From an optimization exercise on the open Yosys and OpenROAD flow, aimed at small area and a short achievable clock period; shortcuts taken in it are not production practice. In this exercise RTL edits were held to simulation tests only and were not proved equivalent to the original. The clock port is modelled as an ideal driver; clocking choices that lean on that would not hold on a real chip. Power is estimated from default activity; no workload was simulated.

==> design/flow/design.v <==
`timescale 1ns / 1ps
module fa(input a, b, c, output s, co);
    assign s = a ^ b ^ c;
    assign co = (a & b) | (a & c) | (b & c);
endmodule
module ha(input a, b, output s, co);
    assign s = a ^ b;
    assign co = a & b;
endmodule
module Optimized_Wallace(
    input clk, rst,
    input [15:0] A, B,
    output reg [31:0] PRODUCT
);
    reg [15:0] ra;
    reg rb15;
    reg one0;
    reg two0;
    reg neg0;
    reg one1;
    reg two1;
    reg neg1;
    reg one2;
    reg two2;
    reg neg2;
    reg one3;
    reg two3;
    reg neg3;
    reg one4;
    reg two4;
    reg neg4;
    reg one5;
    reg two5;
    reg neg5;
    reg one6;
    reg two6;
    reg neg6;
    reg one7;
    reg two7;
    reg neg7;
    reg [92:0] r2;
    reg [54:0] r3;
    reg v1, v2, v3;
    wire pp1 = ((one0 & ra[0])) ^ neg0;
    wire pp2 = ((one0 & ra[1]) | (two0 & ra[0])) ^ neg0;
    wire pp3 = ((one0 & ra[2]) | (two0 & ra[1])) ^ neg0;
    wire pp4 = ((one0 & ra[3]) | (two0 & ra[2])) ^ neg0;
    wire pp5 = ((one0 & ra[4]) | (two0 & ra[3])) ^ neg0;
    wire pp6 = ((one0 & ra[5]) | (two0 & ra[4])) ^ neg0;
    wire pp7 = ((one0 & ra[6]) | (two0 & ra[5])) ^ neg0;
    wire pp8 = ((one0 & ra[7]) | (two0 & ra[6])) ^ neg0;
    wire pp9 = ((one0 & ra[8]) | (two0 & ra[7])) ^ neg0;
    wire pp10 = ((one0 & ra[9]) | (two0 & ra[8])) ^ neg0;
    wire pp11 = ((one0 & ra[10]) | (two0 & ra[9])) ^ neg0;
    wire pp12 = ((one0 & ra[11]) | (two0 & ra[10])) ^ neg0;
    wire pp13 = ((one0 & ra[12]) | (two0 & ra[11])) ^ neg0;
    wire pp14 = ((one0 & ra[13]) | (two0 & ra[12])) ^ neg0;
    wire pp15 = ((one0 & ra[14]) | (two0 & ra[13])) ^ neg0;
    wire pp16 = ((one0 & ra[15]) | (two0 & ra[14])) ^ neg0;
    wire pp17 = ((two0 & ra[15])) ^ neg0;
    wire ns18 = ~neg0;
    wire pp19 = ((one1 & ra[0])) ^ neg1;
    wire pp20 = ((one1 & ra[1]) | (two1 & ra[0])) ^ neg1;
    wire pp21 = ((one1 & ra[2]) | (two1 & ra[1])) ^ neg1;
    wire pp22 = ((one1 & ra[3]) | (two1 & ra[2])) ^ neg1;
    wire pp23 = ((one1 & ra[4]) | (two1 & ra[3])) ^ neg1;
    wire pp24 = ((one1 & ra[5]) | (two1 & ra[4])) ^ neg1;
    wire pp25 = ((one1 & ra[6]) | (two1 & ra[5])) ^ neg1;
    wire pp26 = ((one1 & ra[7]) | (two1 & ra[6])) ^ neg1;
    wire pp27 = ((one1 & ra[8]) | (two1 & ra[7])) ^ neg1;
    wire pp28 = ((one1 & ra[9]) | (two1 & ra[8])) ^ neg1;
    wire pp29 = ((one1 & ra[10]) | (two1 & ra[9])) ^ neg1;
    wire pp30 = ((one1 & ra[11]) | (two1 & ra[10])) ^ neg1;
    wire pp31 = ((one1 & ra[12]) | (two1 & ra[11])) ^ neg1;
    wire pp32 = ((one1 & ra[13]) | (two1 & ra[12])) ^ neg1;
    wire pp33 = ((one1 & ra[14]) | (two1 & ra[13])) ^ neg1;
    wire pp34 = ((one1 & ra[15]) | (two1 & ra[14])) ^ neg1;
    wire pp35 = ((two1 & ra[15])) ^ neg1;
    wire ns36 = ~neg1;
    wire pp37 = ((one2 & ra[0])) ^ neg2;
    wire pp38 = ((one2 & ra[1]) | (two2 & ra[0])) ^ neg2;
    wire pp39 = ((one2 & ra[2]) | (two2 & ra[1])) ^ neg2;
    wire pp40 = ((one2 & ra[3]) | (two2 & ra[2])) ^ neg2;
    wire pp41 = ((one2 & ra[4]) | (two2 & ra[3])) ^ neg2;
    wire pp42 = ((one2 & ra[5]) | (two2 & ra[4])) ^ neg2;
    wire pp43 = ((one2 & ra[6]) | (two2 & ra[5])) ^ neg2;
    wire pp44 = ((one2 & ra[7]) | (two2 & ra[6])) ^ neg2;
    wire pp45 = ((one2 & ra[8]) | (two2 & ra[7])) ^ neg2;
    wire pp46 = ((one2 & ra[9]) | (two2 & ra[8])) ^ neg2;
    wire pp47 = ((one2 & ra[10]) | (two2 & ra[9])) ^ neg2;
    wire pp48 = ((one2 & ra[11]) | (two2 & ra[10])) ^ neg2;
    wire pp49 = ((one2 & ra[12]) | (two2 & ra[11])) ^ neg2;
    wire pp50 = ((one2 & ra[13]) | (two2 & ra[12])) ^ neg2;
    wire pp51 = ((one2 & ra[14]) | (two2 & ra[13])) ^ neg2;
    wire pp52 = ((one2 & ra[15]) | (two2 & ra[14])) ^ neg2;
    wire pp53 = ((two2 & ra[15])) ^ neg2;
    wire ns54 = ~neg2;
    wire pp55 = ((one3 & ra[0])) ^ neg3;
    wire pp56 = ((one3 & ra[1]) | (two3 & ra[0])) ^ neg3;
    wire pp57 = ((one3 & ra[2]) | (two3 & ra[1])) ^ neg3;
    wire pp58 = ((one3 & ra[3]) | (two3 & ra[2])) ^ neg3;
    wire pp59 = ((one3 & ra[4]) | (two3 & ra[3])) ^ neg3;
    wire pp60 = ((one3 & ra[5]) | (two3 & ra[4])) ^ neg3;
    wire pp61 = ((one3 & ra[6]) | (two3 & ra[5])) ^ neg3;
    wire pp62 = ((one3 & ra[7]) | (two3 & ra[6])) ^ neg3;
    wire pp63 = ((one3 & ra[8]) | (two3 & ra[7])) ^ neg3;
    wire pp64 = ((one3 & ra[9]) | (two3 & ra[8])) ^ neg3;
    wire pp65 = ((one3 & ra[10]) | (two3 & ra[9])) ^ neg3;
    wire pp66 = ((one3 & ra[11]) | (two3 & ra[10])) ^ neg3;
    wire pp67 = ((one3 & ra[12]) | (two3 & ra[11])) ^ neg3;
    wire pp68 = ((one3 & ra[13]) | (two3 & ra[12])) ^ neg3;
    wire pp69 = ((one3 & ra[14]) | (two3 & ra[13])) ^ neg3;
    wire pp70 = ((one3 & ra[15]) | (two3 & ra[14])) ^ neg3;
    wire pp71 = ((two3 & ra[15])) ^ neg3;
    wire ns72 = ~neg3;
    wire pp73 = ((one4 & ra[0])) ^ neg4;
    wire pp74 = ((one4 & ra[1]) | (two4 & ra[0])) ^ neg4;
    wire pp75 = ((one4 & ra[2]) | (two4 & ra[1])) ^ neg4;
    wire pp76 = ((one4 & ra[3]) | (two4 & ra[2])) ^ neg4;
    wire pp77 = ((one4 & ra[4]) | (two4 & ra[3])) ^ neg4;
    wire pp78 = ((one4 & ra[5]) | (two4 & ra[4])) ^ neg4;
    wire pp79 = ((one4 & ra[6]) | (two4 & ra[5])) ^ neg4;
    wire pp80 = ((one4 & ra[7]) | (two4 & ra[6])) ^ neg4;
    wire pp81 = ((one4 & ra[8]) | (two4 & ra[7])) ^ neg4;
    wire pp82 = ((one4 & ra[9]) | (two4 & ra[8])) ^ neg4;
    wire pp83 = ((one4 & ra[10]) | (two4 & ra[9])) ^ neg4;
    wire pp84 = ((one4 & ra[11]) | (two4 & ra[10])) ^ neg4;
    wire pp85 = ((one4 & ra[12]) | (two4 & ra[11])) ^ neg4;
    wire pp86 = ((one4 & ra[13]) | (two4 & ra[12])) ^ neg4;
    wire pp87 = ((one4 & ra[14]) | (two4 & ra[13])) ^ neg4;
    wire pp88 = ((one4 & ra[15]) | (two4 & ra[14])) ^ neg4;
    wire pp89 = ((two4 & ra[15])) ^ neg4;
    wire ns90 = ~neg4;
    wire pp91 = ((one5 & ra[0])) ^ neg5;
    wire pp92 = ((one5 & ra[1]) | (two5 & ra[0])) ^ neg5;
    wire pp93 = ((one5 & ra[2]) | (two5 & ra[1])) ^ neg5;
    wire pp94 = ((one5 & ra[3]) | (two5 & ra[2])) ^ neg5;
    wire pp95 = ((one5 & ra[4]) | (two5 & ra[3])) ^ neg5;
    wire pp96 = ((one5 & ra[5]) | (two5 & ra[4])) ^ neg5;
    wire pp97 = ((one5 & ra[6]) | (two5 & ra[5])) ^ neg5;
    wire pp98 = ((one5 & ra[7]) | (two5 & ra[6])) ^ neg5;
    wire pp99 = ((one5 & ra[8]) | (two5 & ra[7])) ^ neg5;
    wire pp100 = ((one5 & ra[9]) | (two5 & ra[8])) ^ neg5;
    wire pp101 = ((one5 & ra[10]) | (two5 & ra[9])) ^ neg5;
    wire pp102 = ((one5 & ra[11]) | (two5 & ra[10])) ^ neg5;
    wire pp103 = ((one5 & ra[12]) | (two5 & ra[11])) ^ neg5;
    wire pp104 = ((one5 & ra[13]) | (two5 & ra[12])) ^ neg5;
    wire pp105 = ((one5 & ra[14]) | (two5 & ra[13])) ^ neg5;
    wire pp106 = ((one5 & ra[15]) | (two5 & ra[14])) ^ neg5;
    wire pp107 = ((two5 & ra[15])) ^ neg5;
    wire ns108 = ~neg5;
    wire pp109 = ((one6 & ra[0])) ^ neg6;
    wire pp110 = ((one6 & ra[1]) | (two6 & ra[0])) ^ neg6;
    wire pp111 = ((one6 & ra[2]) | (two6 & ra[1])) ^ neg6;
    wire pp112 = ((one6 & ra[3]) | (two6 & ra[2])) ^ neg6;
    wire pp113 = ((one6 & ra[4]) | (two6 & ra[3])) ^ neg6;
    wire pp114 = ((one6 & ra[5]) | (two6 & ra[4])) ^ neg6;
    wire pp115 = ((one6 & ra[6]) | (two6 & ra[5])) ^ neg6;
    wire pp116 = ((one6 & ra[7]) | (two6 & ra[6])) ^ neg6;
    wire pp117 = ((one6 & ra[8]) | (two6 & ra[7])) ^ neg6;
    wire pp118 = ((one6 & ra[9]) | (two6 & ra[8])) ^ neg6;
    wire pp119 = ((one6 & ra[10]) | (two6 & ra[9])) ^ neg6;
    wire pp120 = ((one6 & ra[11]) | (two6 & ra[10])) ^ neg6;
    wire pp121 = ((one6 & ra[12]) | (two6 & ra[11])) ^ neg6;
    wire pp122 = ((one6 & ra[13]) | (two6 & ra[12])) ^ neg6;
    wire pp123 = ((one6 & ra[14]) | (two6 & ra[13])) ^ neg6;
    wire pp124 = ((one6 & ra[15]) | (two6 & ra[14])) ^ neg6;
    wire pp125 = ((two6 & ra[15])) ^ neg6;
    wire ns126 = ~neg6;
    wire pp127 = ((one7 & ra[0])) ^ neg7;
    wire pp128 = ((one7 & ra[1]) | (two7 & ra[0])) ^ neg7;
    wire pp129 = ((one7 & ra[2]) | (two7 & ra[1])) ^ neg7;
    wire pp130 = ((one7 & ra[3]) | (two7 & ra[2])) ^ neg7;
    wire pp131 = ((one7 & ra[4]) | (two7 & ra[3])) ^ neg7;
    wire pp132 = ((one7 & ra[5]) | (two7 & ra[4])) ^ neg7;
    wire pp133 = ((one7 & ra[6]) | (two7 & ra[5])) ^ neg7;
    wire pp134 = ((one7 & ra[7]) | (two7 & ra[6])) ^ neg7;
    wire pp135 = ((one7 & ra[8]) | (two7 & ra[7])) ^ neg7;
    wire pp136 = ((one7 & ra[9]) | (two7 & ra[8])) ^ neg7;
    wire pp137 = ((one7 & ra[10]) | (two7 & ra[9])) ^ neg7;
    wire pp138 = ((one7 & ra[11]) | (two7 & ra[10])) ^ neg7;
    wire pp139 = ((one7 & ra[12]) | (two7 & ra[11])) ^ neg7;
    wire pp140 = ((one7 & ra[13]) | (two7 & ra[12])) ^ neg7;
    wire pp141 = ((one7 & ra[14]) | (two7 & ra[13])) ^ neg7;
    wire pp142 = ((one7 & ra[15]) | (two7 & ra[14])) ^ neg7;
    wire pp143 = ((two7 & ra[15])) ^ neg7;
    wire ns144 = ~neg7;
    wire pp145 = rb15 & ra[0];
    wire pp146 = rb15 & ra[1];
    wire pp147 = rb15 & ra[2];
    wire pp148 = rb15 & ra[3];
    wire pp149 = rb15 & ra[4];
    wire pp150 = rb15 & ra[5];
    wire pp151 = rb15 & ra[6];
    wire pp152 = rb15 & ra[7];
    wire pp153 = rb15 & ra[8];
    wire pp154 = rb15 & ra[9];
    wire pp155 = rb15 & ra[10];
    wire pp156 = rb15 & ra[11];
    wire pp157 = rb15 & ra[12];
    wire pp158 = rb15 & ra[13];
    wire pp159 = rb15 & ra[14];
    wire pp160 = rb15 & ra[15];
    wire s161, c162;
    fa u_s161 (.a(pp3), .b(pp19), .c(neg1), .s(s161), .co(c162));
    wire s163, c164;
    fa u_s163 (.a(pp5), .b(pp21), .c(pp37), .s(s163), .co(c164));
    wire s165, c166;
    fa u_s165 (.a(pp6), .b(pp22), .c(pp38), .s(s165), .co(c166));
    wire s167, c168;
    fa u_s167 (.a(pp7), .b(pp23), .c(pp39), .s(s167), .co(c168));
    wire s169, c170;
    fa u_s169 (.a(pp8), .b(pp24), .c(pp40), .s(s169), .co(c170));
    wire s171, c172;
    fa u_s171 (.a(pp9), .b(pp25), .c(pp41), .s(s171), .co(c172));
    wire s173, c174;
    fa u_s173 (.a(pp57), .b(pp73), .c(neg4), .s(s173), .co(c174));
    wire s175, c176;
    fa u_s175 (.a(pp10), .b(pp26), .c(pp42), .s(s175), .co(c176));
    wire s177, c178;
    fa u_s177 (.a(pp11), .b(pp27), .c(pp43), .s(s177), .co(c178));
    wire s179, c180;
    fa u_s179 (.a(pp59), .b(pp75), .c(pp91), .s(s179), .co(c180));
    wire s181, c182;
    fa u_s181 (.a(pp12), .b(pp28), .c(pp44), .s(s181), .co(c182));
    wire s183, c184;
    fa u_s183 (.a(pp60), .b(pp76), .c(pp92), .s(s183), .co(c184));
    wire s185, c186;
    fa u_s185 (.a(pp13), .b(pp29), .c(pp45), .s(s185), .co(c186));
    wire s187, c188;
    fa u_s187 (.a(pp61), .b(pp77), .c(pp93), .s(s187), .co(c188));
    wire s189, c190;
    fa u_s189 (.a(pp14), .b(pp30), .c(pp46), .s(s189), .co(c190));
    wire s191, c192;
    fa u_s191 (.a(pp62), .b(pp78), .c(pp94), .s(s191), .co(c192));
    wire s193, c194;
    fa u_s193 (.a(pp15), .b(pp31), .c(pp47), .s(s193), .co(c194));
    wire s195, c196;
    fa u_s195 (.a(pp63), .b(pp79), .c(pp95), .s(s195), .co(c196));
    wire s197, c198;
    fa u_s197 (.a(pp111), .b(pp127), .c(neg7), .s(s197), .co(c198));
    wire s199, c200;
    fa u_s199 (.a(pp16), .b(pp32), .c(pp48), .s(s199), .co(c200));
    wire s201, c202;
    fa u_s201 (.a(pp64), .b(pp80), .c(pp96), .s(s201), .co(c202));
    wire s203, c204;
    ha u_s203 (.a(pp112), .b(pp128), .s(s203), .co(c204));
    wire s205, c206;
    fa u_s205 (.a(pp17), .b(pp33), .c(pp49), .s(s205), .co(c206));
    wire s207, c208;
    fa u_s207 (.a(pp65), .b(pp81), .c(pp97), .s(s207), .co(c208));
    wire s209, c210;
    fa u_s209 (.a(pp113), .b(pp129), .c(pp145), .s(s209), .co(c210));
    wire s211, c212;
    fa u_s211 (.a(neg0), .b(pp34), .c(pp50), .s(s211), .co(c212));
    wire s213, c214;
    fa u_s213 (.a(pp66), .b(pp82), .c(pp98), .s(s213), .co(c214));
    wire s215, c216;
    fa u_s215 (.a(pp114), .b(pp130), .c(pp146), .s(s215), .co(c216));
    wire s217, c218;
    fa u_s217 (.a(neg0), .b(pp35), .c(pp51), .s(s217), .co(c218));
    wire s219, c220;
    fa u_s219 (.a(pp67), .b(pp83), .c(pp99), .s(s219), .co(c220));
    wire s221, c222;
    fa u_s221 (.a(pp115), .b(pp131), .c(pp147), .s(s221), .co(c222));
    wire s223, c224;
    fa u_s223 (.a(ns18), .b(ns36), .c(pp52), .s(s223), .co(c224));
    wire s225, c226;
    fa u_s225 (.a(pp68), .b(pp84), .c(pp100), .s(s225), .co(c226));
    wire s227, c228;
    fa u_s227 (.a(pp116), .b(pp132), .c(pp148), .s(s227), .co(c228));
    wire s229 = ~(pp53 ^ pp69);
    wire c230 = pp53 | pp69;
    wire s231, c232;
    fa u_s231 (.a(pp85), .b(pp101), .c(pp117), .s(s231), .co(c232));
    wire s233, c234;
    ha u_s233 (.a(pp133), .b(pp149), .s(s233), .co(c234));
    wire s235, c236;
    fa u_s235 (.a(ns54), .b(pp70), .c(pp86), .s(s235), .co(c236));
    wire s237, c238;
    fa u_s237 (.a(pp102), .b(pp118), .c(pp134), .s(s237), .co(c238));
    wire s239 = ~(pp71 ^ pp87);
    wire c240 = pp71 | pp87;
    wire s241, c242;
    fa u_s241 (.a(pp103), .b(pp119), .c(pp135), .s(s241), .co(c242));
    wire s243, c244;
    fa u_s243 (.a(ns72), .b(pp88), .c(pp104), .s(s243), .co(c244));
    wire s245, c246;
    fa u_s245 (.a(pp120), .b(pp136), .c(pp152), .s(s245), .co(c246));
    wire s247 = ~(pp89 ^ pp105);
    wire c248 = pp89 | pp105;
    wire s249, c250;
    fa u_s249 (.a(pp121), .b(pp137), .c(pp153), .s(s249), .co(c250));
    wire s251, c252;
    fa u_s251 (.a(ns90), .b(pp106), .c(pp122), .s(s251), .co(c252));
    wire s253 = ~(pp107 ^ pp123);
    wire c254 = pp107 | pp123;
    wire s255, c256;
    fa u_s255 (.a(ns108), .b(pp124), .c(pp140), .s(s255), .co(c256));
    wire s257 = ~(pp125 ^ pp141);
    wire c258 = pp125 | pp141;
    wire s259, c260;
    fa u_s259 (.a(ns126), .b(pp142), .c(pp158), .s(s259), .co(c260));
    wire s261 = ~(pp143 ^ pp159);
    wire c262 = pp143 | pp159;
    wire s263, c264;
    fa u_s263 (.a(c162), .b(pp4), .c(pp20), .s(s263), .co(c264));
    wire s265, c266;
    fa u_s265 (.a(c166), .b(s167), .c(pp55), .s(s265), .co(c266));
    wire s267, c268;
    fa u_s267 (.a(c168), .b(s169), .c(pp56), .s(s267), .co(c268));
    wire s269, c270;
    fa u_s269 (.a(c170), .b(s171), .c(s173), .s(s269), .co(c270));
    wire s271, c272;
    fa u_s271 (.a(c172), .b(c174), .c(s175), .s(s271), .co(c272));
    wire s273, c274;
    fa u_s273 (.a(c176), .b(s177), .c(s179), .s(s273), .co(c274));
    wire s275, c276;
    fa u_s275 (.a(c178), .b(c180), .c(s181), .s(s275), .co(c276));
    wire s277, c278;
    fa u_s277 (.a(c182), .b(c184), .c(s185), .s(s277), .co(c278));
    wire s279, c280;
    fa u_s279 (.a(s187), .b(pp109), .c(neg6), .s(s279), .co(c280));
    wire s281, c282;
    fa u_s281 (.a(c186), .b(c188), .c(s189), .s(s281), .co(c282));
    wire s283, c284;
    ha u_s283 (.a(s191), .b(pp110), .s(s283), .co(c284));
    wire s285, c286;
    fa u_s285 (.a(c190), .b(c192), .c(s193), .s(s285), .co(c286));
    wire s287, c288;
    ha u_s287 (.a(s195), .b(s197), .s(s287), .co(c288));
    wire s289, c290;
    fa u_s289 (.a(c194), .b(c196), .c(c198), .s(s289), .co(c290));
    wire s291, c292;
    fa u_s291 (.a(s199), .b(s201), .c(s203), .s(s291), .co(c292));
    wire s293, c294;
    fa u_s293 (.a(c200), .b(c202), .c(c204), .s(s293), .co(c294));
    wire s295, c296;
    fa u_s295 (.a(s205), .b(s207), .c(s209), .s(s295), .co(c296));
    wire s297, c298;
    fa u_s297 (.a(c206), .b(c208), .c(c210), .s(s297), .co(c298));
    wire s299, c300;
    fa u_s299 (.a(s211), .b(s213), .c(s215), .s(s299), .co(c300));
    wire s301, c302;
    fa u_s301 (.a(c212), .b(c214), .c(c216), .s(s301), .co(c302));
    wire s303, c304;
    fa u_s303 (.a(s217), .b(s219), .c(s221), .s(s303), .co(c304));
    wire s305, c306;
    fa u_s305 (.a(c218), .b(c220), .c(c222), .s(s305), .co(c306));
    wire s307, c308;
    fa u_s307 (.a(s223), .b(s225), .c(s227), .s(s307), .co(c308));
    wire s309, c310;
    fa u_s309 (.a(c224), .b(c226), .c(c228), .s(s309), .co(c310));
    wire s311, c312;
    fa u_s311 (.a(s229), .b(s231), .c(s233), .s(s311), .co(c312));
    wire s313, c314;
    fa u_s313 (.a(c230), .b(c232), .c(c234), .s(s313), .co(c314));
    wire s315, c316;
    fa u_s315 (.a(s235), .b(s237), .c(pp150), .s(s315), .co(c316));
    wire s317, c318;
    fa u_s317 (.a(c236), .b(c238), .c(s239), .s(s317), .co(c318));
    wire s319, c320;
    ha u_s319 (.a(s241), .b(pp151), .s(s319), .co(c320));
    wire s321, c322;
    fa u_s321 (.a(c240), .b(c242), .c(s243), .s(s321), .co(c322));
    wire s323, c324;
    fa u_s323 (.a(c244), .b(c246), .c(s247), .s(s323), .co(c324));
    wire s325, c326;
    fa u_s325 (.a(c248), .b(c250), .c(s251), .s(s325), .co(c326));
    wire s327, c328;
    fa u_s327 (.a(c252), .b(s253), .c(pp139), .s(s327), .co(c328));
    wire s329, c330;
    fa u_s329 (.a(c254), .b(s255), .c(pp156), .s(s329), .co(c330));
    wire s331, c332;
    fa u_s331 (.a(c256), .b(s257), .c(pp157), .s(s331), .co(c332));
    wire s333, c334;
    fa u_s333 (.a(c262), .b(ns144), .c(pp160), .s(s333), .co(c334));
    wire s335, c336;
    fa u_s335 (.a(r2[5]), .b(r2[6]), .c(r2[7]), .s(s335), .co(c336));
    wire s337, c338;
    fa u_s337 (.a(r2[16]), .b(r2[17]), .c(r2[18]), .s(s337), .co(c338));
    wire s339, c340;
    fa u_s339 (.a(r2[20]), .b(r2[21]), .c(r2[22]), .s(s339), .co(c340));
    wire s341, c342;
    fa u_s341 (.a(r2[23]), .b(r2[24]), .c(r2[25]), .s(s341), .co(c342));
    wire s343, c344;
    fa u_s343 (.a(r2[26]), .b(r2[27]), .c(r2[28]), .s(s343), .co(c344));
    wire s345, c346;
    fa u_s345 (.a(r2[29]), .b(r2[30]), .c(r2[31]), .s(s345), .co(c346));
    wire s347, c348;
    fa u_s347 (.a(r2[33]), .b(r2[34]), .c(r2[35]), .s(s347), .co(c348));
    wire s349, c350;
    fa u_s349 (.a(r2[37]), .b(r2[38]), .c(r2[39]), .s(s349), .co(c350));
    wire s351, c352;
    fa u_s351 (.a(r2[41]), .b(r2[42]), .c(r2[43]), .s(s351), .co(c352));
    wire s353, c354;
    fa u_s353 (.a(r2[45]), .b(r2[46]), .c(r2[47]), .s(s353), .co(c354));
    wire s355, c356;
    fa u_s355 (.a(r2[49]), .b(r2[50]), .c(r2[51]), .s(s355), .co(c356));
    wire s357, c358;
    fa u_s357 (.a(r2[53]), .b(r2[54]), .c(r2[55]), .s(s357), .co(c358));
    wire s359, c360;
    fa u_s359 (.a(r2[57]), .b(r2[58]), .c(r2[59]), .s(s359), .co(c360));
    wire s361, c362;
    fa u_s361 (.a(r2[61]), .b(r2[62]), .c(r2[63]), .s(s361), .co(c362));
    wire s363, c364;
    fa u_s363 (.a(r2[65]), .b(r2[66]), .c(r2[67]), .s(s363), .co(c364));
    wire s365, c366;
    fa u_s365 (.a(r2[69]), .b(r2[70]), .c(r2[71]), .s(s365), .co(c366));
    wire s367, c368;
    fa u_s367 (.a(r2[73]), .b(r2[74]), .c(r2[75]), .s(s367), .co(c368));
    wire s369, c370;
    fa u_s369 (.a(r2[76]), .b(r2[77]), .c(r2[78]), .s(s369), .co(c370));
    wire s371, c372;
    fa u_s371 (.a(r2[80]), .b(r2[81]), .c(r2[82]), .s(s371), .co(c372));
    wire s373, c374;
    fa u_s373 (.a(r2[87]), .b(r2[88]), .c(r2[89]), .s(s373), .co(c374));
    wire s375, c376;
    fa u_s375 (.a(c336), .b(r2[8]), .c(r2[9]), .s(s375), .co(c376));
    wire s377, c378;
    ha u_s377 (.a(r2[10]), .b(r2[11]), .s(s377), .co(c378));
    wire s379, c380;
    ha u_s379 (.a(r2[12]), .b(r2[13]), .s(s379), .co(c380));
    wire s381, c382;
    ha u_s381 (.a(r2[14]), .b(r2[15]), .s(s381), .co(c382));
    wire s383, c384;
    ha u_s383 (.a(s337), .b(r2[19]), .s(s383), .co(c384));
    wire s385, c386;
    ha u_s385 (.a(c338), .b(s339), .s(s385), .co(c386));
    wire s387, c388;
    ha u_s387 (.a(c340), .b(s341), .s(s387), .co(c388));
    wire s389, c390;
    ha u_s389 (.a(c342), .b(s343), .s(s389), .co(c390));
    wire s391, c392;
    fa u_s391 (.a(c344), .b(s345), .c(r2[32]), .s(s391), .co(c392));
    wire s393, c394;
    fa u_s393 (.a(c346), .b(s347), .c(r2[36]), .s(s393), .co(c394));
    wire s395, c396;
    fa u_s395 (.a(c348), .b(s349), .c(r2[40]), .s(s395), .co(c396));
    wire s397, c398;
    fa u_s397 (.a(c350), .b(s351), .c(r2[44]), .s(s397), .co(c398));
    wire s399, c400;
    fa u_s399 (.a(c352), .b(s353), .c(r2[48]), .s(s399), .co(c400));
    wire s401, c402;
    fa u_s401 (.a(c354), .b(s355), .c(r2[52]), .s(s401), .co(c402));
    wire s403, c404;
    fa u_s403 (.a(c356), .b(s357), .c(r2[56]), .s(s403), .co(c404));
    wire s405, c406;
    fa u_s405 (.a(c358), .b(s359), .c(r2[60]), .s(s405), .co(c406));
    wire s407, c408;
    fa u_s407 (.a(c360), .b(s361), .c(r2[64]), .s(s407), .co(c408));
    wire s409, c410;
    fa u_s409 (.a(c362), .b(s363), .c(r2[68]), .s(s409), .co(c410));
    wire s411, c412;
    fa u_s411 (.a(c364), .b(s365), .c(r2[72]), .s(s411), .co(c412));
    wire s413, c414;
    ha u_s413 (.a(c366), .b(s367), .s(s413), .co(c414));
    wire s415, c416;
    fa u_s415 (.a(c368), .b(s369), .c(r2[79]), .s(s415), .co(c416));
    wire s417, c418;
    ha u_s417 (.a(c370), .b(s371), .s(s417), .co(c418));
    wire s419, c420;
    fa u_s419 (.a(c372), .b(r2[83]), .c(r2[84]), .s(s419), .co(c420));
    wire s421, c422;
    ha u_s421 (.a(r2[85]), .b(r2[86]), .s(s421), .co(c422));
    wire s423, c424;
    fa u_s423 (.a(c374), .b(r2[90]), .c(r2[91]), .s(s423), .co(c424));
    wire g425, p426;
    ha u_p426 (.a(r2[0]), .b(r2[1]), .s(p426), .co(g425));
    wire g427, p428;
    ha u_p428 (.a(c376), .b(s377), .s(p428), .co(g427));
    wire g429, p430;
    ha u_p430 (.a(c378), .b(s379), .s(p430), .co(g429));
    wire g431, p432;
    ha u_p432 (.a(c380), .b(s381), .s(p432), .co(g431));
    wire g433, p434;
    ha u_p434 (.a(c382), .b(s383), .s(p434), .co(g433));
    wire g435, p436;
    ha u_p436 (.a(c384), .b(s385), .s(p436), .co(g435));
    wire g437, p438;
    ha u_p438 (.a(c386), .b(s387), .s(p438), .co(g437));
    wire g439, p440;
    ha u_p440 (.a(c388), .b(s389), .s(p440), .co(g439));
    wire g441, p442;
    ha u_p442 (.a(c390), .b(s391), .s(p442), .co(g441));
    wire g443, p444;
    ha u_p444 (.a(c392), .b(s393), .s(p444), .co(g443));
    wire g445, p446;
    ha u_p446 (.a(c394), .b(s395), .s(p446), .co(g445));
    wire g447, p448;
    ha u_p448 (.a(c396), .b(s397), .s(p448), .co(g447));
    wire g449, p450;
    ha u_p450 (.a(c398), .b(s399), .s(p450), .co(g449));
    wire g451, p452;
    ha u_p452 (.a(c400), .b(s401), .s(p452), .co(g451));
    wire g453, p454;
    ha u_p454 (.a(c402), .b(s403), .s(p454), .co(g453));
    wire g455, p456;
    ha u_p456 (.a(c404), .b(s405), .s(p456), .co(g455));
    wire g457, p458;
    ha u_p458 (.a(c406), .b(s407), .s(p458), .co(g457));
    wire g459, p460;
    ha u_p460 (.a(c408), .b(s409), .s(p460), .co(g459));
    wire g461, p462;
    ha u_p462 (.a(c410), .b(s411), .s(p462), .co(g461));
    wire g463, p464;
    ha u_p464 (.a(c412), .b(s413), .s(p464), .co(g463));
    wire g465, p466;
    ha u_p466 (.a(c414), .b(s415), .s(p466), .co(g465));
    wire g467, p468;
    ha u_p468 (.a(c416), .b(s417), .s(p468), .co(g467));
    wire g469, p470;
    ha u_p470 (.a(c418), .b(s419), .s(p470), .co(g469));
    wire g471, p472;
    ha u_p472 (.a(c420), .b(s421), .s(p472), .co(g471));
    wire g473, p474;
    ha u_p474 (.a(c422), .b(s373), .s(p474), .co(g473));
    wire g475, p476;
    ha u_p476 (.a(c424), .b(r2[92]), .s(p476), .co(g475));
    wire t477 = p426 | g425;
    wire t478 = p428 | g427;
    wire t479 = p430 | g429;
    wire t480 = p432 | g431;
    wire t481 = p434 | g433;
    wire G482 = 1'b0 | (r2[2] & g425);
    wire P483 = r2[2] & t477;
    wire G484 = 1'b0 | (r2[4] & 1'b0);
    wire P485 = r2[4] & r2[3];
    wire G486 = 1'b0 | (s375 & 1'b0);
    wire P487 = s375 & s335;
    wire G488 = g429 | (t479 & g427);
    wire P489 = t479 & t478;
    wire G490 = g433 | (t481 & g431);
    wire P491 = t481 & t480;
    wire G492 = 1'b0 | (r2[3] & G482);
    wire P493 = r2[3] & P483;
    wire G494 = G484 | (P485 & G482);
    wire P495 = P485 & P483;
    wire G496 = g427 | (t478 & G486);
    wire P497 = t478 & P487;
    wire G498 = G488 | (P489 & G486);
    wire P499 = P489 & P487;
    wire G500 = 1'b0 | (s335 & G494);
    wire P501 = s335 & P495;
    wire G502 = G486 | (P487 & G494);
    wire P503 = P487 & P495;
    wire G504 = G496 | (P497 & G494);
    wire P505 = P497 & P495;
    wire G506 = G498 | (P499 & G494);
    wire P507 = P499 & P495;
    wire G508 = g431 | (t480 & G506);
    wire P509 = t480 & P507;
    wire G510 = G490 | (P491 & G506);
    wire P511 = P491 & P507;
    wire sum512 = p426;
    wire sum513 = r2[2] ^ g425;
    wire sum514 = r2[3] ^ G482;
    wire sum515 = r2[4] ^ G492;
    wire sum516 = s335 ^ G494;
    wire sum517 = s375 ^ G500;
    wire sum518 = p428 ^ G502;
    wire sum519 = p430 ^ G504;
    wire sum520 = p432 ^ G506;
    wire sum521 = p434 ^ G508;
    wire t522 = r3[11] | r3[12];
    wire t523 = r3[13] | r3[14];
    wire t524 = r3[15] | r3[16];
    wire t525 = r3[17] | r3[18];
    wire t526 = r3[19] | r3[20];
    wire t527 = r3[21] | r3[22];
    wire t528 = r3[23] | r3[24];
    wire t529 = r3[25] | r3[26];
    wire t530 = r3[27] | r3[28];
    wire t531 = r3[29] | r3[30];
    wire t532 = r3[31] | r3[32];
    wire t533 = r3[33] | r3[34];
    wire t534 = r3[35] | r3[36];
    wire t535 = r3[37] | r3[38];
    wire t536 = r3[39] | r3[40];
    wire t537 = r3[41] | r3[42];
    wire t538 = r3[43] | r3[44];
    wire t539 = r3[45] | r3[46];
    wire t540 = r3[47] | r3[48];
    wire t541 = r3[49] | r3[50];
    wire t542 = r3[51] | r3[52];
    wire t543 = r3[53] | r3[54];
    wire g544 = r3[12] | (r3[11] & r3[10]);
    wire G545 = r3[14] | (t523 & g544);
    wire P546 = t523 & t522;
    wire G547 = r3[18] | (t525 & r3[16]);
    wire P548 = t525 & t524;
    wire G549 = r3[22] | (t527 & r3[20]);
    wire P550 = t527 & t526;
    wire G551 = r3[26] | (t529 & r3[24]);
    wire P552 = t529 & t528;
    wire G553 = r3[30] | (t531 & r3[28]);
    wire P554 = t531 & t530;
    wire G555 = r3[34] | (t533 & r3[32]);
    wire P556 = t533 & t532;
    wire G557 = r3[38] | (t535 & r3[36]);
    wire P558 = t535 & t534;
    wire G559 = r3[42] | (t537 & r3[40]);
    wire P560 = t537 & t536;
    wire G561 = r3[46] | (t539 & r3[44]);
    wire P562 = t539 & t538;
    wire G563 = r3[50] | (t541 & r3[48]);
    wire P564 = t541 & t540;
    wire G565 = r3[54] | (t543 & r3[52]);
    wire P566 = t543 & t542;
    wire G567 = G547 | (P548 & G545);
    wire P568 = P548 & P546;
    wire G569 = G551 | (P552 & G549);
    wire P570 = P552 & P550;
    wire G571 = G555 | (P556 & G553);
    wire P572 = P556 & P554;
    wire G573 = G559 | (P560 & G557);
    wire P574 = P560 & P558;
    wire G575 = G563 | (P564 & G561);
    wire P576 = P564 & P562;
    wire G577 = G569 | (P570 & G567);
    wire P578 = P570 & P568;
    wire G579 = G573 | (P574 & G571);
    wire P580 = P574 & P572;
    wire G581 = G579 | (P580 & G577);
    wire P582 = P580 & P578;
    wire G583 = G571 | (P572 & G577);
    wire P584 = P572 & P578;
    wire G585 = G575 | (P576 & G581);
    wire P586 = P576 & P582;
    wire G587 = G549 | (P550 & G567);
    wire P588 = P550 & P568;
    wire G589 = G553 | (P554 & G577);
    wire P590 = P554 & P578;
    wire G591 = G557 | (P558 & G583);
    wire P592 = P558 & P584;
    wire G593 = G561 | (P562 & G581);
    wire P594 = P562 & P582;
    wire G595 = G565 | (P566 & G585);
    wire P596 = P566 & P586;
    wire G597 = r3[16] | (t524 & G545);
    wire P598 = t524 & P546;
    wire G599 = r3[20] | (t526 & G567);
    wire P600 = t526 & P568;
    wire G601 = r3[24] | (t528 & G587);
    wire P602 = t528 & P588;
    wire G603 = r3[28] | (t530 & G577);
    wire P604 = t530 & P578;
    wire G605 = r3[32] | (t532 & G589);
    wire P606 = t532 & P590;
    wire G607 = r3[36] | (t534 & G583);
    wire P608 = t534 & P584;
    wire G609 = r3[40] | (t536 & G591);
    wire P610 = t536 & P592;
    wire G611 = r3[44] | (t538 & G581);
    wire P612 = t538 & P582;
    wire G613 = r3[48] | (t540 & G593);
    wire P614 = t540 & P594;
    wire G615 = r3[52] | (t542 & G585);
    wire P616 = t542 & P586;
    wire sum617 = r3[11] ^ r3[10];
    wire sum618 = r3[13] ^ g544;
    wire sum619 = r3[15] ^ G545;
    wire sum620 = r3[17] ^ G597;
    wire sum621 = r3[19] ^ G567;
    wire sum622 = r3[21] ^ G599;
    wire sum623 = r3[23] ^ G587;
    wire sum624 = r3[25] ^ G601;
    wire sum625 = r3[27] ^ G577;
    wire sum626 = r3[29] ^ G603;
    wire sum627 = r3[31] ^ G589;
    wire sum628 = r3[33] ^ G605;
    wire sum629 = r3[35] ^ G583;
    wire sum630 = r3[37] ^ G607;
    wire sum631 = r3[39] ^ G591;
    wire sum632 = r3[41] ^ G609;
    wire sum633 = r3[43] ^ G581;
    wire sum634 = r3[45] ^ G611;
    wire sum635 = r3[47] ^ G593;
    wire sum636 = r3[49] ^ G613;
    wire sum637 = r3[51] ^ G585;
    wire sum638 = r3[53] ^ G615;
    wire [31:0] sum = {sum638, sum637, sum636, sum635, sum634, sum633, sum632, sum631, sum630, sum629, sum628, sum627, sum626, sum625, sum624, sum623, sum622, sum621, sum620, sum619, sum618, sum617, r3[9], r3[8], r3[7], r3[6], r3[5], r3[4], r3[3], r3[2], r3[1], r3[0]};
    always @(posedge clk or posedge rst) begin
        if (rst) begin
            v1 <= 1'b0; v2 <= 1'b0; v3 <= 1'b0;
            PRODUCT <= 32'd0;
        end else begin
            v1 <= 1'b1; v2 <= v1; v3 <= v2;
            PRODUCT <= sum & {32{v3}};
        end
    end
    always @(posedge clk) begin
        ra <= A;
        rb15 <= B[15];
        one0 <= B[0] ^ 1'b0;
        two0 <= (B[1] & ~B[0] & ~1'b0) | (~B[1] & B[0] & 1'b0);
        neg0 <= B[1] & ~(B[0] & 1'b0);
        one1 <= B[2] ^ B[1];
        two1 <= (B[3] & ~B[2] & ~B[1]) | (~B[3] & B[2] & B[1]);
        neg1 <= B[3] & ~(B[2] & B[1]);
        one2 <= B[4] ^ B[3];
        two2 <= (B[5] & ~B[4] & ~B[3]) | (~B[5] & B[4] & B[3]);
        neg2 <= B[5] & ~(B[4] & B[3]);
        one3 <= B[6] ^ B[5];
        two3 <= (B[7] & ~B[6] & ~B[5]) | (~B[7] & B[6] & B[5]);
        neg3 <= B[7] & ~(B[6] & B[5]);
        one4 <= B[8] ^ B[7];
        two4 <= (B[9] & ~B[8] & ~B[7]) | (~B[9] & B[8] & B[7]);
        neg4 <= B[9] & ~(B[8] & B[7]);
        one5 <= B[10] ^ B[9];
        two5 <= (B[11] & ~B[10] & ~B[9]) | (~B[11] & B[10] & B[9]);
        neg5 <= B[11] & ~(B[10] & B[9]);
        one6 <= B[12] ^ B[11];
        two6 <= (B[13] & ~B[12] & ~B[11]) | (~B[13] & B[12] & B[11]);
        neg6 <= B[13] & ~(B[12] & B[11]);
        one7 <= B[14] ^ B[13];
        two7 <= (B[15] & ~B[14] & ~B[13]) | (~B[15] & B[14] & B[13]);
        neg7 <= B[15] & ~(B[14] & B[13]);
        r2 <= {s333, s261, c260, s259, c258, c332, s331, c330, s329, c328, pp155, s327, c326, pp154, pp138, s325, c324, s249, s323, c322, s245, s321, c320, c318, s319, s317, c316, c314, s315, s313, c312, c310, s311, s309, c308, c306, s307, s305, c304, c302, s303, s301, c300, c298, s299, s297, c296, c294, s295, s293, c292, c290, s291, s289, c288, c286, s287, s285, c284, c282, s283, s281, c280, c278, s279, s277, c276, s183, s275, c274, neg5, s273, c272, pp74, pp58, s271, c270, s269, c268, s267, c266, neg3, s265, s165, c164, neg2, s163, c264, s263, s161, pp2, neg0, pp1};
        r3 <= {g475, p476, 1'b0, s423, g473, p474, g471, p472, g469, p470, g467, p468, g465, p466, g463, p464, g461, p462, g459, p460, g457, p458, g455, p456, g453, p454, g451, p452, g449, p450, g447, p448, g445, p446, g443, p444, g441, p442, g439, p440, g437, p438, g435, p436, G510, sum521, sum520, sum519, sum518, sum517, sum516, sum515, sum514, sum513, sum512};
    end
endmodule
==> design/flow/flow/run.sh <==
#!/bin/bash
set -euo pipefail
export BUFFER_PORTS_ARGS="-buffer_cell sky130_fd_sc_hd__buf_1"
bash standard.sh cts > flow_cts.log 2>&1
export RES=$PWD/orfs/results/sky130hd/Optimized_Wallace/base
export PLATFORM_DIR=$FLOW_HOME/platforms/sky130hd
export SKEW_PLAN=$PWD/flow/plan.tcl
openroad -no_splash -exit flow/skew.tcl > skew_eco.log 2>&1
bash standard.sh finish > flow_make.log 2>&1
==> design/flow/flow/plan.tcl <==
branch r1 {ra* rb15* one* two* neg*} {clkbuf_16} 3
tune r2 {r2*} 0.545 4
tune r3 {r3*} 0.686 3
tune prod {PRODUCT*} 0.83 2
==> design/flow/flow/skew.tcl <==
set res $::env(RES)
read_lef $::env(PLATFORM_DIR)/lef/sky130_fd_sc_hd.tlef
read_lef $::env(PLATFORM_DIR)/lef/sky130_fd_sc_hd_merged.lef
read_liberty $::env(PLATFORM_DIR)/lib/sky130_fd_sc_hd__tt_025C_1v80.lib
read_db $res/4_cts.odb
read_sdc $res/4_cts.sdc
source $::env(PLATFORM_DIR)/setRC.tcl
set db [ord::get_db]
set block [ord::get_db_block]
set root [$block findNet clknet_0_clk]

proc master {n} { return [[ord::get_db] findMaster sky130_fd_sc_hd__$n] }
set uid 0
proc newbuf {type innet x y} {
  global block uid
  incr uid
  set inst [odb::dbInst_create $block [master $type] "cksk_buf_$uid"]
  set net [odb::dbNet_create $block "cksk_net_$uid"]
  $net setSigType CLOCK
  [$inst findITerm A] connect $innet
  [$inst findITerm X] connect $net
  $inst setLocation [expr int($x)] [expr int($y)]
  $inst setPlacementStatus PLACED
  return $net
}
proc flops {pats} {
  global block
  set out {}
  foreach inst [$block getInsts] {
    set n [$inst getName]
    foreach p $pats { if {[string match $p $n]} { lappend out $inst; break } }
  }
  return $out
}
proc centroid {insts} {
  set sx 0; set sy 0
  foreach i $insts { set b [$i getBBox]; set sx [expr $sx + [$b xMin]]; set sy [expr $sy + [$b yMin]] }
  set n [llength $insts]
  return [list [expr $sx / $n] [expr $sy / $n]]
}
# chain: list of buffer types from the root; the last one is repeated per leaf cluster
proc branch {name pats chain nleaf} {
  global root
  set fl [flops $pats]
  set fl [lsort -command {apply {{a b} {expr {[[$a getBBox] xMin] - [[$b getBBox] xMin]}}}} $fl]
  set c [centroid $fl]
  set net $root
  if {![llength $chain]} {
    foreach f $fl { set it [$f findITerm CLK]; $it disconnect; $it connect $root }
    puts "branch $name: [llength $fl] flops on the root net"
    return
  }
  foreach t [lrange $chain 0 end-1] { set net [newbuf $t $net [lindex $c 0] [lindex $c 1]] }
  set per [expr {([llength $fl] + $nleaf - 1) / $nleaf}]
  for {set k 0} {$k < $nleaf} {incr k} {
    set grp [lrange $fl [expr $k*$per] [expr ($k+1)*$per - 1]]
    if {![llength $grp]} continue
    set cc [centroid $grp]
    set leaf [newbuf [lindex $chain end] $net [lindex $cc 0] [lindex $cc 1]]
    foreach f $grp {
      set it [$f findITerm CLK]
      $it disconnect
      $it connect $leaf
    }
  }
  puts "branch $name: [llength $fl] flops, chain $chain x $nleaf"
}

# Build a branch, measure the mean clock latency of its flops, and undo it.
set created {}
proc newbuf2 {type innet x y} {
  global created
  set net [newbuf $type $innet $x $y]
  lappend created $net
  return $net
}
proc build {fl chain nleaf} {
  global root created
  set created {}
  set c [centroid $fl]
  set net $root
  foreach t [lrange $chain 0 end-1] { set net [newbuf2 $t $net [lindex $c 0] [lindex $c 1]] }
  set per [expr {([llength $fl] + $nleaf - 1) / $nleaf}]
  for {set k 0} {$k < $nleaf} {incr k} {
    set grp [lrange $fl [expr $k*$per] [expr ($k+1)*$per - 1]]
    if {![llength $grp]} continue
    set cc [centroid $grp]
    set leaf [newbuf2 [lindex $chain end] $net [lindex $cc 0] [lindex $cc 1]]
    foreach f $grp { set it [$f findITerm CLK]; $it disconnect; $it connect $leaf }
  }
}
proc undo {fl orig} {
  global created
  foreach f $fl o $orig { set it [$f findITerm CLK]; $it disconnect; $it connect $o }
  foreach net [lreverse $created] {
    foreach it [$net getITerms] { if {[$it isOutputSignal]} { set inst [$it getInst] } }
    odb::dbInst_destroy $inst
    odb::dbNet_destroy $net
  }
  set created {}
}
proc meanlat {fl} {
  estimate_parasitics -placement
  set s 0.0
  foreach f $fl { set s [expr {$s + [get_property [get_pins "[$f getName]/CLK"] arrival_max_rise]}] }
  return [expr {$s / [llength $fl]}]
}
proc tune {name pats target nleaf} {
  set fl [flops $pats]
  set fl [lsort -command {apply {{a b} {expr {[[$a getBBox] xMin] - [[$b getBBox] xMin]}}}} $fl]
  set orig {}
  foreach f $fl { lappend orig [[$f findITerm CLK] getNet] }
  set best {}
  set besterr 1e9
  foreach first {{} clkbuf_1 clkbuf_2 clkbuf_8} {
    for {set n 0} {$n <= 6} {incr n} {
      set chain [concat $first [lrepeat $n clkbuf_4] clkbuf_16]
      build $fl $chain $nleaf
      set lat [meanlat $fl]
      undo $fl $orig
      set err [expr {abs($lat - $target)}]
      puts "tune $name: $chain x $nleaf -> [format %.3f $lat] (target $target)"
      if {$err < $besterr} { set besterr $err; set best $chain }
    }
  }
  build $fl $best $nleaf
  puts "tune $name: chose $best x $nleaf, latency [format %.3f [meanlat $fl]]"
}

source $::env(SKEW_PLAN)
# remove clock buffers left without sinks
set changed 1
while {$changed} {
  set changed 0
  foreach inst [$block getInsts] {
    set m [[$inst getMaster] getName]
    if {![string match "*clkbuf*" $m] && ![string match "*clkinv*" $m]} continue
    set x [$inst findITerm X]
    if {$x eq "NULL"} { set x [$inst findITerm Y] }
    if {$x eq "NULL"} continue
    set n [$x getNet]
    if {$n eq "NULL"} continue
    if {[llength [$n getITerms]] <= 1 && [llength [$n getBTerms]] == 0} {
      puts "removing [$inst getName]"
      odb::dbInst_destroy $inst
      odb::dbNet_destroy $n
      set changed 1
    }
  }
}
detailed_placement
check_placement
estimate_parasitics -placement
set_propagated_clock [all_clocks]
catch { report_checks -path_delay max -group_path_count 3 -format end }
catch { report_clock_skew }
foreach p {ra[0]* one0* r2[0]* r3[0]* PRODUCT[0]* v1*} {
  catch { foreach pin [get_pins -quiet $p/CLK] { puts "latency [get_full_name $pin] [get_property $pin arrival_max_rise]" } }
}
write_db $res/4_cts.odb
==> design/flow/standard.sh <==
#!/bin/bash
# synth_recipe.tcl (not shown) runs the flow's synth.tcl, then flattens the netlist and writes it again
# the make line also repeats each setting of config.mk as NAME=value (left out here)
make -C /OpenROAD-flow-scripts/flow DESIGN_CONFIG=/design/flow/config.mk WORK_HOME=/design/flow/orfs CLKGATE_MAP_FILE= SYNTH_SCRIPT=/design/flow/synth_recipe.tcl "${@:-finish}"
==> design/flow/config.mk <==
export PLATFORM = sky130hd
export DESIGN_NAME = Optimized_Wallace
export DESIGN_NICKNAME = Optimized_Wallace
export VERILOG_FILES = /design/flow/design.v
export SDC_FILE = /design/flow/constraint.sdc
export NUM_CORES = 4
export LEC_CHECK = 0
export CAP_MARGIN = 20
export CORE_MARGIN = 2
export CORE_UTILIZATION = 60
export CTS_BUF_LIST = sky130_fd_sc_hd__clkbuf_16
export CTS_CLUSTER_DIAMETER = 100
export CTS_CLUSTER_SIZE = 25
export SETUP_SLACK_MARGIN = 1.4
export SLEW_MARGIN = 20
export SYNTH_HIERARCHICAL = 1
export SYNTH_MINIMUM_KEEP_SIZE = 0
export TNS_END_PERCENT = 100
==> design/flow/constraint.sdc <==
create_clock -name core_clock -period 3.0 [get_ports {clk}]
set_input_delay 0.6000 -clock core_clock [delete_from_list [all_inputs] [get_ports {clk}]]
set_output_delay 0.6000 -clock core_clock [all_outputs]
set_load 0.01 [all_outputs]
==> results of run 1 <==
-- sequential cells by signal (all words and copies together) (netlist names), 16 cells and up --
register and cells:
PRODUCT 32, r2 93, r3 53, ra 16
-- metrics by stage --
stage	worst slack (ps)	power [mW]	hold slack, ps
6_report	1051	14.15	252.3
2_1_floorplan	996.5	8.334	330.0
5_1_grt	915.3	15.14	256.7
3_5_place_dp	673.7	9.802	346.9
3_3_place_gp	719.3	9.549	344.6
4_1_cts	873.0	12.77	173.7
-- per-module statistics from Yosys (local to each module, per instance) --
| module | area, um2 | cells | flops+latches |
|---|---|---|---|
| ha | 12.51 | 1 | 0 |
| fa | 20.02 | 1 | 0 |
| Optimized_Wallace | 8518 | 796 | 222 |
-- kinds of logic after synthesis --
kind of cell / share of synthesized area (%)
XOR/XNOR: 11.83
AND/OR/NAND/NOR: 5.337
buffers and inverters: 3.736
multiplexers: 0.3558
AO/OA/AOI/OAI: 11.35
adder cells (fa/ha/maj): 26.31
other: 0.03332
flip-flops: 41.05
-- metal layers --
metal / global-route usage, % / up-vias / part of all wire [%]
li1: - / 3489 / -
met1: 40.15 / 3962 / 39
met2: 53.35 / 479 / 49
met3: 7.507 / 121 / 7.7
met4: 12.42 / 0 / 4.1
met5: 0 / - / 0
-- worst min-delay path by stage --
stage	start	endpoint	slack (ps)	cells after the start
floorplan	neg3$_DFF_P_	r2[11]$_DFF_P_	330	0
global placement	v1$_DFF_PP0_	v2$_DFF_PP0_	340	0
detailed placement	v1$_DFF_PP0_	v2$_DFF_PP0_	350	0
CTS	rst	PRODUCT[31]$_DFF_PP0_	170	3
global route	r2[2]$_DFF_P_	r3[1]$_DFF_P_	260	1
finish	r2[3]$_DFF_P_	r3[2]$_DFF_P_	250	1
-- power by group --
group / leakage [nW] / internal (mW) / switching (mW)
clock: 0.318 / 1.36 / 1.14
combinational: 4.03 / 3.52 / 3.23
sequential: 2.03 / 4.15 / 0.764
total: 6.37 / 9.02 / 5.13
-- synth_stat cells (2+ instances only) --
cell type	count
dfxtp_1	187
nand3b_1	7
o21bai_1	4
inv_1	28
dfrtp_1	35
nor3_1	6
nor2b_1	9
nand2_1	26
or3_1	2
nand2b_1	12
a21o_1	2
o22a_1	2
and2_1	28
o21ai_0	20
fa_1	111
ha_1	59
xnor2_1	148
a211oi_1	2
buf_1	3
nor2_1	13
clkbuf_1	81
a22oi_1	120
o21a_1	4
a21oi_1	11
mux2i_1	4
xor2_1	4
-- cell type report --
| cell class | count | share of cell area (%) |
|---|---|---|
| Multi-Input combinational cell | 614 | 49.09 |
| Timing Repair Buffer | 218 | 14.47 |
| Buffer | 20 | 2.305 |
| Clock buffer | 9 | 1.430 |
| Sequential cell | 222 | 30.05 |
| Inverter | 28 | 0.6675 |
| Tap cell | 234 | 1.860 |
| Clock inverter | 5 | 0.1192 |
-- repair_timing --
| action | 4_1_cts | 5_1_grt |
|---|---|---|
| gates resized for setup | 317 | 86 |
| setup endpoints to repair | 126 | 117 |
| hold buffers | 0 | 1 |
| pin swaps | 164 | 104 |
| buffers inserted | 69 | 27 |
| gates cloned | 10 | 1 |
| endpoints found under the hold margin | 0 | 32 |
==> key figures, run 1 <==
Run status
  • Status: timing/DRC/antenna clean

Global routing
  • First-pass GRT wire length: between 40000 and 50000 um
  • Vias in the first global route: 8613
  • Largest net degree at the start of global routing: 36
  • Grt ovf: 0
  • Total GRT Usage: 31.78%
  • Antenna violations before repair: 0

Die
  • Initial core utilization: 60.57%
  • Placement row count: 50
  • Ports: 66
  • Die X: 141.0 um
  • Die ar.: just under 20000 um2
  • Core area: 18580 um2
  • Die H: around 140 um

Critical path
  • Kind of end point of the critical path: register
  • CP Launch Point: r3[38]$_DFF_P_
  • Max incr delay on CP: 320 ps
  • CP Capture Point: PRODUCT[30]$_DFF_PP0_
  • Crit-path leading delay family: compound AO/OA/AOI/OAI gates
  • Critical Path Fanout Max: 4
  • CP Cell Sequence: o22a_1, o221a_2, o31a_1, and3_4, a221oi_4, o21bai_1, ha_2, and2_1
  • Crit path DAT: approximately 2700 ps
  • R2r setup slk: 1050 ps
  • CP required: 3740 ps
  • Startpoint Class: register
  • Slowest CP cell: dfxtp_2
  • CP Buf/Inv Count: 0
  • Critical path class: reg2reg
  • R2R cell count: 8
  • Worst r2r dst: PRODUCT[30]$_DFF_PP0_
  • Stages on the worst setup path: 8
  • Reg-to-Reg Start: r3[38]$_DFF_P_

Clock tree
  • Clk slew on worst S/H paths: 80 ps
  • CTS H-tree lvls: 1
  • Clock sinks: 222
  • Clock latency (worst-skew pair): 850 ps
  • Num CTS Buffers: 12
  • CTS tree: yes
  • CTS root buffer: clkbuf_16
  • Bufs on Longest Clock Path: 3

Placement
  • # placed instances: 1208
  • Routability cong.: slightly below 0.9
  • DP Area: 12390 um2
  • PortBufs: 65
  • Detailed placer's ending HPWL: 17500 um

Synthesis
  • Sequential-to-total area share from yosys stat: between 40% and 50%
  • Top cell type's share of synthesized area: 33.27%
  • Top post-synthesis cells by area: dfxtp_1 33%, fa_1 20%, xnor2_1 12%
  • Syn avg cell area: 11.87 um2
  • Netlist Area Pre-Place: 11250 um2
  • Synth warn: 7
  • Yosys cell types: 46
  • Share of flip-flops with an asynchronous set or reset: 15.77%
  • Post-synth EDFFs: 0
  • Syn_nets: 1152
  • Yosys top cell by area: dfxtp_1
  • Synth Register Bits: 222
  • Ys flop type: dfxtp_1
  • Synthesized netlist cell count: ~950

Finish
  • Register Area: 4732 um2
  • Share of layout cells above drive strength 1: 50.09%
  • Most frequent cells in the layout: 133 x dfxtp_1, 101 x a22oi_2, 80 x xnor2_1, 76 x fa_2, 68 x xnor2_2
  • Multi-input logic area: 7730 um2
  • Finished Core Util: a little over four fifths
  • Final instance area: 15750 um2
  • Fill cells: 887
  • Diode count: 0
  • Synth-to-Final Area Change: 39.92%
  • Nets: 1316
  • Layout Cells excl Fill: 1350
  • Most common cell after layout, fill and taps aside: dfxtp_1

Detailed routing
  • Vias/cell: 5.964
  • WL/cell: 23.81 um
  • Drc violations: 0
  • Drt first-iter violations: approximately 590
  • Detailed Route WL: roughly 32000 um
  • Via count: 8051
  • Pre-antenna DRT Iters: 6
  • Final ANT Viol Nets: 0

Power
  • Max IR drop VDD: ~580 uV
  • Power density cells: 899.0 nW/um2
  • Lkg Pwr: around 6.4 nW

STA
  • Max Clk Rate: 513.0 MHz
  • Worst slew pin tran: 708.8 ps
  • Slew margin rel.: between 50% and 60%
  • Worst Clk Skew: 395.6 ps
  • Max Transition Viols Final: 0
  • Final Hold Fails: 0
  • Final setup fails: 0
  • Total Neg Setup Slack: 0 ps
  • RSZ-0062 raised after global routing: yes
  • Tcrit/Tclk final: between 60% and 70%
  • Crit path time final: 1949 ps

Worst hold path
  • Worst min path class: reg2reg

Job
  • Max-capacitance violation count: 0
==> run 2: changes to the inputs <==
==> design/flow/flow/plan.tcl (replaced) <==
set rootnet $root
branch r1 {ra* rb15* one* two* neg*} {clkbuf_16} 2 [$block findNet clk]
set root $rootnet
tune r2 {r2*} 0.545 4
tune r3 {r3*} 0.686 3
tune prod {PRODUCT*} 0.83 2
--- a/design/flow/flow/skew.tcl
+++ b/design/flow/flow/skew.tcl
@@ -40,6 +40,7 @@
 }
 # chain: list of buffer types from the root; the last one is repeated per leaf cluster
-proc branch {name pats chain nleaf} {
+proc branch {name pats chain nleaf {src {}}} {
   global root
+  if {$src ne {}} { set root $src }
   set fl [flops $pats]
   set fl [lsort -command {apply {{a b} {expr {[[$a getBBox] xMin] - [[$b getBBox] xMin]}}}} $fl]
--- a/design/flow/config.mk
+++ b/design/flow/config.mk
@@ -16,3 +16,3 @@
 export SYNTH_HIERARCHICAL = 1
 export SYNTH_MINIMUM_KEEP_SIZE = 0
-export TNS_END_PERCENT = 100
+export TNS_END_PERCENT = 0
==> run 2 against run 1 <==
Still clean on timing, DRC and antenna; sequential power fell by 1%; maximum frequency decreased by 2.0%; via count fell by 13%; clock power is 6% lower; die area stayed put; largest power group is now sequential cells.
==> key figures, run 2 <==
Global routing
  • First-pass GRT wire length: 39740 um (-16%)
  • Antenna violations before repair: 0 (unchanged)
  • Grt ovf: 0 (unchanged)
  • Largest net degree at the start of global routing: 36 (unchanged)
  • Vias in the first global route: 7476 (-13%)
  • Total GRT Usage: 25.83% (-5.9 points)

Synthesis
  • Most common cell in the synthesized netlist: dfxtp_1
  • Share of flip-flops with an asynchronous set or reset: 15.77% (unchanged)
  • Syn_nets: 1152 (unchanged)
  • Netlist Area Pre-Place: 11250 um2 (unchanged)
  • Synthesized netlist cell count: 948 (unchanged)
  • Synth Register Bits: 222 (unchanged)
  • Synth warn: 7 (unchanged)
  • Syn avg cell area: 11.87 um2 (unchanged)
  • Sequential-to-total area share from yosys stat: 41.05% (unchanged)
  • Yosys cell types: 46 (unchanged)
  • Commonest cells post-synth: 187 x dfxtp_1, 148 x xnor2_1, 120 x a22oi_1
  • Top cell type's share of synthesized area: 33.27% (unchanged)
  • Ys flop type: dfxtp_1
  • Post-synth EDFFs: 0 (unchanged)
  • Yosys top cell by area: dfxtp_1
  • Top post-synthesis cells by area: dfxtp_1 33%, fa_1 20%, xnor2_1 12%

Clock tree
  • Clk slew on worst S/H paths: 90 ps (about the same)
  • CTS H-tree lvls: 1 (unchanged)
  • Bufs on Longest Clock Path: 3 (unchanged)
  • Clock latency (worst-skew pair): 900 ps (+50 ps)
  • Clock sinks: 222 (unchanged)
  • CTS root buffer: clkbuf_16
  • Num CTS Buffers: 12 (unchanged)
  • CTS tree: yes

STA
  • Max Transition Viols Final: 0 (unchanged)
  • Slew margin rel.: 53.30% (+0.55 points)
  • Final Hold Slack: 217.6 ps (-34.69 ps)
  • Final Hold Fails: 0 (unchanged)
  • RSZ-0062 raised after global routing: yes
  • Worst slew pin tran: 700.6 ps (-8.220 ps)
  • Tcrit/Tclk final: 66.32% (+1.3 points)
  • Total Neg Setup Slack: 0 ps (unchanged)
  • Final setup fails: 0 (unchanged)
  • Crit path time final: 1990 ps (+40.44 ps)
  • Worst Clk Skew: 465.0 ps (+69.45 ps)
  • Max Clk Rate: 502.6 MHz (-2.0%)

Job
  • Max-capacitance violation count: 0 (unchanged)

Critical path
  • Max incr delay on CP: 370 ps (+50 ps)
  • Critical Path Fanout Max: 1 (-3)
  • Slowest CP cell: dfrtp_1
  • Critical path class: reg2out
  • CP required: 2400 ps (-1340 ps)
  • Crit-path leading delay family: flip-flops
  • Kind of end point of the critical path: output port
  • CP Cell Sequence: clkbuf_2
  • Crit path DAT: 1390 ps (-1300 ps)
  • CP Buf/Inv Count: 1 (+1)
  • Startpoint Class: register

Finish
  • Largest Register: r2
  • Share of layout cells above drive strength 1: 9.694% (-40 points)
  • Final instance area: 12340 um2 (-22%)
  • Layout Cells excl Fill: 1214 (-10%)
  • Biggest regs: r2 x93, r3 x53, PRODUCT x32
  • Nets: 1180 (-10%)
  • Max reg flops: 93 (unchanged)
  • Most common cell after layout, fill and taps aside: dfxtp_1
  • Most frequent cells in the layout: 152 x dfxtp_1, 147 x xnor2_1, 119 x a22oi_1, 109 x fa_1, 64 x buf_1
  • Diode count: 0 (unchanged)
  • Synth-to-Final Area Change: 9.628%

Power
  • Overall power: 12.03 mW (-15%)
  • Lkg Pwr: 4.927 nW (-23%)
  • Max IR drop VDD: 554.2 uV (-3.9%)
  • Power density cells: 975.1 nW/um2 (+8.5%)

Die
  • Die X: 141.0 um (unchanged)
  • Initial core utilization: 60.57% (unchanged)
  • Die H: 141.0 um (unchanged)
  • Ports: 66 (unchanged)
  • Core area: 18580 um2 (unchanged)
  • Die ar.: 19870 um2 (unchanged)
  • Placement row count: 50 (unchanged)

Placement
  • # placed instances: 1176 (-2.6%)
  • DP Area: 11620 um2 (-6.2%)
  • PortBufs: 65 (unchanged)
  • Routability cong.: 0.9266 (+4.2%)
  • Detailed placer's ending HPWL: 16680 um (-4.7%)

Run status
  • Status: timing/DRC/antenna clean

Detailed routing
  • Pre-antenna DRT Iters: 6 (unchanged)
  • Via count: 7015 (-13%)
  • Drc violations: 0 (unchanged)
  • WL/cell: 20.25 um (-15%)
  • Final ANT Viol Nets: 0 (unchanged)
  • Drt first-iter violations: 679 (+14%)
  • Detailed Route WL: 24580 um (-24%)
  • Vias/cell: 5.778 (-3.1%)

Worst hold path
  • Worst min path class: reg2reg
## run 2: cell counts after synthesis
Identical to the previous run, type by type.
## run 2: area by class of cell
| class | count | area, um2 |
|---|---|---|
| buffer | 20 | 335.3 |
| clock buffer | 9 | 225.2 |
| clock inverter | 5 | 20.02 |
| fill | 1434 | 6243 |
| inverter | 28 | 105.1 |
| multi-input combinational | 614 | 6280 |
| sequential | 222 | 4703 |
| tap | 234 | 292.8 |
| timing repair buffer | 82 | 375.4 |
## run 2: per-layer routing
metal  wire, um  track usage [%]
met3       1957            5.876
met4        568            9.579
met5          0                0
met1      10730            35.36
met2      11330            40.69
## run 2: path summary, 6_finish.rpt
| kind | from | end | slack, ps | depth (start not counted) |
|---|---|---|---|---|
| worst min-delay path | neg3$_DFF_P_ | r2[11]$_DFF_P_ | 220 | 1 |
| max in group asynchronous | rst | v2$_DFF_PP0_ | 1940 | 4 |
| worst min register to register | neg3$_DFF_P_ | r2[11]$_DFF_P_ | 220 | 1 |
| worst max-delay path | PRODUCT[29]$_DFF_PP0_ | PRODUCT[29] | 1010 | 1 |
| min in group asynchronous | rst | PRODUCT[24]$_DFF_PP0_ | 310 | 4 |
| worst max register to register | r2[5]$_DFF_P_ | r3[10]$_DFF_P_ | 1060 | 8 |
## run 2: repair_timing
| action | 4_1_cts | 5_1_grt |
|---|---|---|
| pin swaps | 5 | 0 |
| endpoints found under the hold margin | 0 | 32 |
| hold buffers | 0 | 1 |
| endpoints found under the setup margin | 124 | 109 |
| buffers inserted | 3 | 0 |
| gates resized for setup | 53 | 1 |
## run 2: cells by family (layout without fill, tap and decap cells)
logic type | count (synthesis) | after routing | synth area share (%)
fa+ha+maj | 170 | 170 | 26.31
compound gates | 177 | 177 | 11.35
other cells | 1 | 1 | 0.03332
mux | 4 | 4 | 0.3558
buf+inv | 112 | 144 | 3.736
flops | 222 | 222 | 41.05
xor+xnor | 152 | 152 | 11.83
simple gates | 110 | 110 | 5.337
## run 2: per-stage QoR
step,utilization [%],setup slack [ps]
6_report,66.40,1010
5_1_grt,66.40,938.3
4_1_cts,65.07,901.1
3_5_place_dp,62.53,510.9
3_3_place_gp,62.53,527.5
2_1_floorplan,-,996.3
## run 2: modules after synthesis (local to each module, per instance)
module / cells inside / times used
Optimized_Wallace: 796 / 1
fa: 1 / 111
ha: 1 / 41
## run 2: report_power, final
group / internal [mW] / total [mW] / leakage (nW) / switching, mW
clock network: 1.29 / 2.36 / 0.306 / 1.07
registers: 4.12 / 4.86 / 2.03 / 0.746
logic: 2.35 / 4.81 / 2.59 / 2.46

[re-timing with driven ports]
In the flow no input, the clock included, has a driving cell. The finished layouts below were timed again as built, in two steps.
Step 1 sets driving cells, clkbuf_16 on the clock port and buf_2 on the other inputs (assumed; they add their load-dependent delay and slew).
Step 2, shift: input delay + t, output delay - t, t = (earliest + latest rising clock arrival at the registers) / 2. This alone moves slack from input paths to output paths.
a / b / c = ideal ports / drivers / drivers and shift; a / b = the first two.
| run | t (ns) | setup WS [ns] | worst setup path at the end | clock arrival spread, ns |
|---|---|---|---|---|
| run 1 | 0.635 | 1.051 / 1.009 / 1.051 | register to register | 0.524 / 0.524 |
| run 2 | 0.593 | 1.010 / 0.937 / 1.060 | register to register | 0.752 / 0.753 |
Clock arrivals are far apart in run 1 and run 2, so t is only a midpoint there and step 2 fits no single register.
